Context: an optimization exercise on an open-source flow, tuned for a short achievable clock period. The choices shown serve that exercise and are no tape-out recipe.
At most, simulation tests tie the RTL to the original design; equivalence was not proved.
The flow treats the clock pin as an ideal source. Dropping or thinning the clock tree relies on that and would not hold on a real chip.
Power figures rest on the tool's default switching activity, not on a simulated workload.

==> module EF_PSRAM_CTRL_ahbl, before the edit <==
module EF_PSRAM_CTRL_ahbl (
    input   wire            HCLK,
    input   wire            HRESETn,
    input   wire            HSEL,
    input   wire [31:0]     HADDR,
    input   wire [31:0]     HWDATA,
    input   wire [1:0]      HTRANS,
    input   wire [2:0]      HSIZE,
    input   wire            HWRITE,
    input   wire            HREADY,
    output  wire            HREADYOUT,
    output  wire [31:0]     HRDATA,
    output  wire            sck,
    output  wire            ce_n,
    input   wire [3:0]      din,
    output  wire [3:0]      dout,
    output  wire [3:0]      douten
);
    reg         busy;            
    reg         hro;             
    reg         act;             
    reg         ce_r;            
    reg         sck_i;           
    reg         sck_r;           
    reg [4:0]   cnt;             
    reg [4:0]   last;            
    reg         wr;              
    reg [23:0]  asr;             
    reg [3:0]   dout_r;
    reg         douten_r;
    reg [31:0]  rdata;
    wire        ahb_addr_phase  = HTRANS[1] & HSEL & HREADY;
    wire        shift           = busy & sck_i;
    wire        done            = (cnt == last);
    always @(posedge HCLK or negedge HRESETn)
        if(!HRESETn) begin
            busy    <= 1'b0;
            hro     <= 1'b0;
            act     <= 1'b0;
            ce_r    <= 1'b0;
        end else begin
            busy    <= busy ? ~done : ahb_addr_phase;
            hro     <= hro  ? ~done : ahb_addr_phase;
            act     <= hro;
            ce_r    <= busy;
        end
    always @(posedge HCLK) begin
        sck_i   <= act & ~sck_i;
        sck_r   <= act & ~sck_r;
        cnt     <= (busy & act) ? cnt + {4'b0, sck_i} : 5'd0;
    end
    always @(posedge HCLK)
        if(~busy) begin
            wr      <= HWRITE;
            last    <= HWRITE ? ((HSIZE == 3'd0) ? 5'd15 : (HSIZE == 3'd1) ? 5'd17 : 5'd21)
                              : ((HSIZE == 3'd0) ? 5'd22 : (HSIZE == 3'd1) ? 5'd24 : 5'd28);
            asr     <= {HADDR[3:0], HADDR[7:4], HADDR[11:8],
                        HADDR[15:12], HADDR[19:16], HADDR[23:20]};
        end else if(shift & (cnt >= 5'd7))
            asr     <= {4'h0, asr[23:4]};
    wire [7:0]  cmd     = wr ? 8'h38 : 8'heb;
    wire [2:0]  cmd_i   = 3'd6 - cnt[2:0];
    wire [2:0]  wd_i    = cnt[2:0] + 3'd3;
    wire [3:0]  wd_nib  = HWDATA[{wd_i[2:1], ~wd_i[0], 2'b00} +: 4];
    reg  [3:0]  nxt;
    always @(posedge HCLK)
        nxt <= (cnt < 5'd7)  ? {3'b000, cmd[cmd_i]} :
               (cnt < 5'd13) ? asr[3:0] : wd_nib;
    wire        ld      = ~act;
    wire        sh      = act & shift;
    wire        keep    = act & ~shift;
    wire        den_clr = sh & ~wr & (cnt == 5'd13);
    always @(posedge HCLK) begin
        dout_r   <= ({4{ld}} & {3'b000, ~wr}) | ({4{sh}} & nxt) | ({4{keep}} & dout_r);
        douten_r <= ld | (douten_r & ~den_clr);
    end
    genvar i;
    generate
        for(i = 0; i < 4; i = i + 1) begin : g_byte
            wire cap = shift & ~wr & (cnt[4:1] == 4'd10 + i);
            always @(posedge HCLK)
                rdata[i*8 +: 8] <= ({8{cap}} & {rdata[i*8 +: 4], din}) | ({8{~cap}} & rdata[i*8 +: 8]);
        end
    endgenerate
    assign HREADYOUT    = ~hro;
    assign HRDATA       = rdata;
    assign sck          = sck_r;
    assign ce_n         = ~ce_r;
    assign dout         = dout_r;
    assign douten       = {4{douten_r}};
endmodule
clock: 3.5 ns
lec_check: 0
cap_margin: 20
core_margin: 2
core_utilization: 40
setup_slack_margin: 2.5
slew_margin: 20
run.sh (not shown) runs the stock make flow with config.mk's settings and CLKGATE_MAP_FILE= SYNTH_SCRIPT=/design/flow/synth_recipe.tcl, a recipe that flattens the netlist after the stock synthesis.
The first run finished clean.
Edit:
--- a/flow/design.v
+++ b/flow/design.v
@@ -29,9 +29,11 @@
     reg         wr;              
     reg [23:0]  asr;             
     reg [3:0]   dout_r;
     reg         douten_r;
-    reg [31:0]  rdata;
+    reg [2:0]   wd_i;            
+    reg [31:0]  rdata;           
+    reg [31:0]  hrdata_r;        
     wire        ahb_addr_phase  = HTRANS[1] & HSEL & HREADY;
     wire        shift           = busy & sck_i;
     wire        done            = (cnt == last);
     always @(posedge HCLK or negedge HRESETn)
@@ -49,8 +51,9 @@
     always @(posedge HCLK) begin
         sck_i   <= act & ~sck_i;
         sck_r   <= act & ~sck_r;
         cnt     <= (busy & act) ? cnt + {4'b0, sck_i} : 5'd0;
+        wd_i    <= (busy & act) ? wd_i + {2'b0, sck_i} : 3'd3;
     end
     always @(posedge HCLK)
         if(~busy) begin
             wr      <= HWRITE;
@@ -61,9 +64,8 @@
         end else if(shift & (cnt >= 5'd7))
             asr     <= {4'h0, asr[23:4]};
     wire [7:0]  cmd     = wr ? 8'h38 : 8'heb;
     wire [2:0]  cmd_i   = 3'd6 - cnt[2:0];
-    wire [2:0]  wd_i    = cnt[2:0] + 3'd3;
     wire [3:0]  wd_nib  = HWDATA[{wd_i[2:1], ~wd_i[0], 2'b00} +: 4];
     reg  [3:0]  nxt;
     always @(posedge HCLK)
         nxt <= (cnt < 5'd7)  ? {3'b000, cmd[cmd_i]} :
@@ -80,13 +82,16 @@
     generate
         for(i = 0; i < 4; i = i + 1) begin : g_byte
             wire cap = shift & ~wr & (cnt[4:1] == 4'd10 + i);
             always @(posedge HCLK)
-                rdata[i*8 +: 8] <= ({8{cap}} & {rdata[i*8 +: 4], din}) | ({8{~cap}} & rdata[i*8 +: 8]);
+                if(cap)
+                    rdata[i*8 +: 8] <= {rdata[i*8 +: 4], din};
         end
     endgenerate
+    always @(posedge HCLK)
+        hrdata_r <= rdata;
     assign HREADYOUT    = ~hro;
-    assign HRDATA       = rdata;
+    assign HRDATA       = hrdata_r;
     assign sck          = sck_r;
     assign ce_n         = ~ce_r;
     assign dout         = dout_r;
     assign douten       = {4{douten_r}};
Outcome: Setup slack is worse by 0.12 ns. Wire length went up by 12%. Worst hold slack is worse by 0.080 ns. Area after synthesis went up by 22%. Sequential power went up by 31%. Sequential share of layout area went up by 2.4 points. Critical path depth went up by 1. Design area went up by 25%. Via count went up by 12%. Core utilization went up by 0.79 points. Clock-buffer cell count went up by 8. Register-to-register slack is better by 0.12 ns.
For the second run of this note, only the layout was checked, not whether the RTL still works.

* * *

The RTL this note starts from:
==> flow/design.v <==
`timescale              1ns/1ps
`default_nettype        none
module EF_PSRAM_CTRL_ahbl (
    input   wire            HCLK,
    input   wire            HRESETn,
    input   wire            HSEL,
    input   wire [31:0]     HADDR,
    input   wire [31:0]     HWDATA,
    input   wire [1:0]      HTRANS,
    input   wire [2:0]      HSIZE,
    input   wire            HWRITE,
    input   wire            HREADY,
    output  wire            HREADYOUT,
    output  wire [31:0]     HRDATA,
    output  wire            sck,
    output  wire            ce_n,
    input   wire [3:0]      din,
    output  wire [3:0]      dout,
    output  wire [3:0]      douten
);
    reg         busy;            
    reg         hro;             
    reg         act;             
    reg         ce_r;            
    reg         sck_i;           
    reg         sck_r;           
    reg         shift;           
    reg         idle;            
    reg [4:0]   cnt;             
    reg [4:0]   last;            
    reg         wr;              
    reg         in_cmd;          
    reg         in_addr;         
    reg         asr_en;          
    reg [23:0]  asr;             
    reg [7:0]   wsel;            
    reg [3:0]   wdn;             
    reg [3:0]   nxt;             
    reg [3:0]   dout_r;
    reg         douten_r;
    reg [3:0]   cap;             
    reg [31:0]  rdata;           
    wire        ahb_addr_phase  = HTRANS[1] & HSEL & HREADY;
    wire        done            = (cnt == last);
    wire        run             = busy & act;
    wire        shift_nx        = busy & ~done & act & ~sck_i;
    always @(posedge HCLK or negedge HRESETn)
        if(!HRESETn) begin
            busy    <= 1'b0;
            hro     <= 1'b0;
            act     <= 1'b0;
            ce_r    <= 1'b0;
        end else begin
            busy    <= busy ? ~done : ahb_addr_phase;
            hro     <= hro  ? ~done : ahb_addr_phase;
            act     <= hro;
            ce_r    <= busy;
        end
    always @(posedge HCLK or negedge HRESETn)
        if(!HRESETn)
            idle    <= 1'b1;
        else
            idle    <= busy ? done : ~ahb_addr_phase;
    always @(posedge HCLK) begin
        shift   <= shift_nx;
        sck_i   <= act & ~sck_i;
        sck_r   <= act & ~sck_r;
        cnt     <= run ? cnt + {4'b0, shift} : 5'd0;
        in_cmd  <= run ? in_cmd & ~(shift & (cnt == 5'd6)) : 1'b1;
        in_addr <= run ? (in_addr | (shift & (cnt == 5'd6))) & ~(shift & (cnt == 5'd12)) : 1'b0;
        wsel    <= run ? (shift_nx ? {wsel[6:0], wsel[7]} : wsel) : 8'b0000_1000;
        asr_en  <= shift_nx & ~in_cmd;
        cap[0]  <= shift_nx & ~wr & (cnt[4:1] == 4'd10);
        cap[1]  <= shift_nx & ~wr & (cnt[4:1] == 4'd11);
        cap[2]  <= shift_nx & ~wr & (cnt[4:1] == 4'd12);
        cap[3]  <= shift_nx & ~wr & (cnt[4:1] == 4'd13);
    end
    always @(posedge HCLK)
        if(idle) begin
            wr      <= HWRITE;
            last    <= HWRITE ? ((HSIZE == 3'd0) ? 5'd15 : (HSIZE == 3'd1) ? 5'd17 : 5'd21)
                              : ((HSIZE == 3'd0) ? 5'd22 : (HSIZE == 3'd1) ? 5'd24 : 5'd28);
        end
    always @(posedge HCLK)
        if(idle)
            asr     <= {HADDR[3:0], HADDR[7:4], HADDR[11:8],
                        HADDR[15:12], HADDR[19:16], HADDR[23:20]};
        else if(asr_en)
            asr     <= {4'h0, asr[23:4]};
    wire [7:0]  cmd     = wr ? 8'h38 : 8'heb;
    wire [2:0]  cmd_i   = 3'd6 - cnt[2:0];
    wire [31:0] wd_ord  = {HWDATA[27:24], HWDATA[31:28], HWDATA[19:16], HWDATA[23:20],
                           HWDATA[11:8],  HWDATA[15:12], HWDATA[3:0],   HWDATA[7:4]};
    reg  [3:0]  wd_nib;
    integer k;
    always @* begin
        wd_nib = 4'h0;
        for(k = 0; k < 8; k = k + 1)
            wd_nib = wd_nib | ({4{wsel[k]}} & wd_ord[4*k +: 4]);
    end
    always @(posedge HCLK) begin
        wdn <= wd_nib;
        nxt <= in_cmd  ? {3'b000, cmd[cmd_i]} :
               in_addr ? asr[3:0] : wdn;
    end
    always @(posedge HCLK) begin
        if(~act)
            dout_r  <= {3'b000, cmd[7]};
        else if(shift)
            dout_r  <= nxt;
        if(~act)
            douten_r <= 1'b1;
        else if(shift & ~wr & ~in_cmd & ~in_addr)
            douten_r <= 1'b0;
    end
    genvar i;
    generate
        for(i = 0; i < 4; i = i + 1) begin : g_byte
            always @(posedge HCLK)
                if(cap[i])
                    rdata[i*8 +: 8] <= {rdata[i*8 +: 4], din};
        end
    endgenerate
    assign HREADYOUT    = ~hro;
    assign HRDATA       = rdata;
    assign sck          = sck_r;
    assign ce_n         = ~ce_r;
    assign dout         = dout_r;
    assign douten       = {4{douten_r}};
endmodule
Settings: LEC_CHECK=0, CAP_MARGIN=20, CORE_MARGIN=2, CORE_UTILIZATION=45, SETUP_SLACK_MARGIN=2.2, SLEW_MARGIN=20; clock period 3.5 ns.
standard.sh (not shown) runs the stock make flow with config.mk's settings and CLKGATE_MAP_FILE= SYNTH_SCRIPT=/design/flow/synth_recipe.tcl, a recipe that flattens the netlist after the stock synthesis.
==> flow/flow/run.sh <==
#!/bin/bash
# Standard ORFS flow, except that after CTS the clock tree is rebuilt as a
# single level: the clock port drives NCLK clkbuf_16 cells, each of which
# drives one balanced cluster of flip-flops (see post_cts.tcl).
set -euo pipefail
here=$(pwd)
export POST_CTS_TCL=$here/flow/post_cts.tcl
export FLOW_NCLK=${FLOW_NCLK:-4}
bash standard.sh finish > $here/standard_make.log 2>&1
Other scripts of this flow, unchanged in this note and not shown: flow/flow/post_cts.tcl
Next try:
--- a/flow/design.v
+++ b/flow/design.v
@@ -25,7 +25,7 @@
     reg         sck_i;           
     reg         sck_r;           
     reg         shift;           
-    reg         idle;            
+    reg [1:0]   busy_a;          
     reg [4:0]   cnt;             
     reg [4:0]   last;            
     reg         wr;              
@@ -38,7 +38,7 @@
     reg [3:0]   nxt;             
     reg [3:0]   dout_r;
     reg         douten_r;
-    reg [3:0]   cap;             
+    reg [7:0]   cap;             
     reg [31:0]  rdata;           
     wire        ahb_addr_phase  = HTRANS[1] & HSEL & HREADY;
     wire        done            = (cnt == last);
@@ -53,14 +53,16 @@
         end else begin
             busy    <= busy ? ~done : ahb_addr_phase;
             hro     <= hro  ? ~done : ahb_addr_phase;
-            act     <= hro;
+            act     <= busy_a[0];
             ce_r    <= busy;
         end
     always @(posedge HCLK or negedge HRESETn)
         if(!HRESETn)
-            idle    <= 1'b1;
-        else
-            idle    <= busy ? done : ~ahb_addr_phase;
+            busy_a  <= 2'b00;
+        else begin
+            busy_a[0] <= busy_a[0] ? ~done : ahb_addr_phase;
+            busy_a[1] <= busy_a[1] ? ~done : ahb_addr_phase;
+        end
     always @(posedge HCLK) begin
         shift   <= shift_nx;
         sck_i   <= act & ~sck_i;
@@ -70,23 +72,31 @@
         in_addr <= run ? (in_addr | (shift & (cnt == 5'd6))) & ~(shift & (cnt == 5'd12)) : 1'b0;
         wsel    <= run ? (shift_nx ? {wsel[6:0], wsel[7]} : wsel) : 8'b0000_1000;
         asr_en  <= shift_nx & ~in_cmd;
-        cap[0]  <= shift_nx & ~wr & (cnt[4:1] == 4'd10);
-        cap[1]  <= shift_nx & ~wr & (cnt[4:1] == 4'd11);
-        cap[2]  <= shift_nx & ~wr & (cnt[4:1] == 4'd12);
-        cap[3]  <= shift_nx & ~wr & (cnt[4:1] == 4'd13);
+        cap[0]  <= shift_nx & ~wr & (cnt == 5'd21);
+        cap[1]  <= shift_nx & ~wr & (cnt == 5'd20);
+        cap[2]  <= shift_nx & ~wr & (cnt == 5'd23);
+        cap[3]  <= shift_nx & ~wr & (cnt == 5'd22);
+        cap[4]  <= shift_nx & ~wr & (cnt == 5'd25);
+        cap[5]  <= shift_nx & ~wr & (cnt == 5'd24);
+        cap[6]  <= shift_nx & ~wr & (cnt == 5'd27);
+        cap[7]  <= shift_nx & ~wr & (cnt == 5'd26);
     end
     always @(posedge HCLK)
-        if(idle) begin
+        if(~busy_a[0]) begin
             wr      <= HWRITE;
             last    <= HWRITE ? ((HSIZE == 3'd0) ? 5'd15 : (HSIZE == 3'd1) ? 5'd17 : 5'd21)
                               : ((HSIZE == 3'd0) ? 5'd22 : (HSIZE == 3'd1) ? 5'd24 : 5'd28);
         end
-    always @(posedge HCLK)
-        if(idle)
-            asr     <= {HADDR[3:0], HADDR[7:4], HADDR[11:8],
-                        HADDR[15:12], HADDR[19:16], HADDR[23:20]};
+    always @(posedge HCLK) begin
+        if(~busy_a[0])
+            asr[11:0]   <= {HADDR[15:12], HADDR[19:16], HADDR[23:20]};
         else if(asr_en)
-            asr     <= {4'h0, asr[23:4]};
+            asr[11:0]   <= asr[15:4];
+        if(~busy_a[1])
+            asr[23:12]  <= {HADDR[3:0], HADDR[7:4], HADDR[11:8]};
+        else if(asr_en)
+            asr[23:12]  <= {4'h0, asr[23:16]};
+    end
     wire [7:0]  cmd     = wr ? 8'h38 : 8'heb;
     wire [2:0]  cmd_i   = 3'd6 - cnt[2:0];
     wire [31:0] wd_ord  = {HWDATA[27:24], HWDATA[31:28], HWDATA[19:16], HWDATA[23:20],
@@ -115,10 +125,10 @@
     end
     genvar i;
     generate
-        for(i = 0; i < 4; i = i + 1) begin : g_byte
+        for(i = 0; i < 8; i = i + 1) begin : g_nib
             always @(posedge HCLK)
                 if(cap[i])
-                    rdata[i*8 +: 8] <= {rdata[i*8 +: 4], din};
+                    rdata[i*4 +: 4] <= din;
         end
     endgenerate
     assign HREADYOUT    = ~hro;
=> Maximum frequency rose by about 3.8%. Worst setup slack gains 55 ps. Die area rose by about 4%. Core utilization fell by 3.0 points. Cell count rose by 0.56%. Global-route usage fell by 1.9 points. Register-to-register slack gains 110 ps. Hold slack gains 3.3 ps. Sequential power hardly moves.
No run of this note included a check of the RTL's function; only the layout flow was run. In every run of this note, the design's own scripts or RTL, not TritonCTS, make the clock network.

afterwards: timing with drivers on the ports:
Ports are ideal in the flow. The routed layouts listed here were re-timed in OpenROAD.
Step 1: set_driving_cell puts a clkbuf_16 on HCLK and a buf_2 on each other input, an assumption about the parent block.
Step 2 times the ports against the registers' clock, not the clock port: input delays grow and output delays shrink by t, the midpoint of the rising clock arrivals with the driver on.
Three values: no drivers, after step 1, after step 2; two values: the first two.
run	t, ns	setup WS [ns]	worst data-port slew with drivers (ns)
the first run of note 1	0.383	1.865 / 1.835 / 1.526	0.05
the second run of note 1	0.534	1.743 / 1.710 / 1.498	0.05
the first run of note 2	0.237	1.991 / 1.991 / 1.991	0.05
the second run of note 2	0.237	2.046 / 1.968 / 2.066	0.05
After both steps setup and hold are still met in every run listed. For the first run of note 1, which loses most, drivers alone change the setup slack by -0.030 ns; drivers and shift together by -0.339 ns.
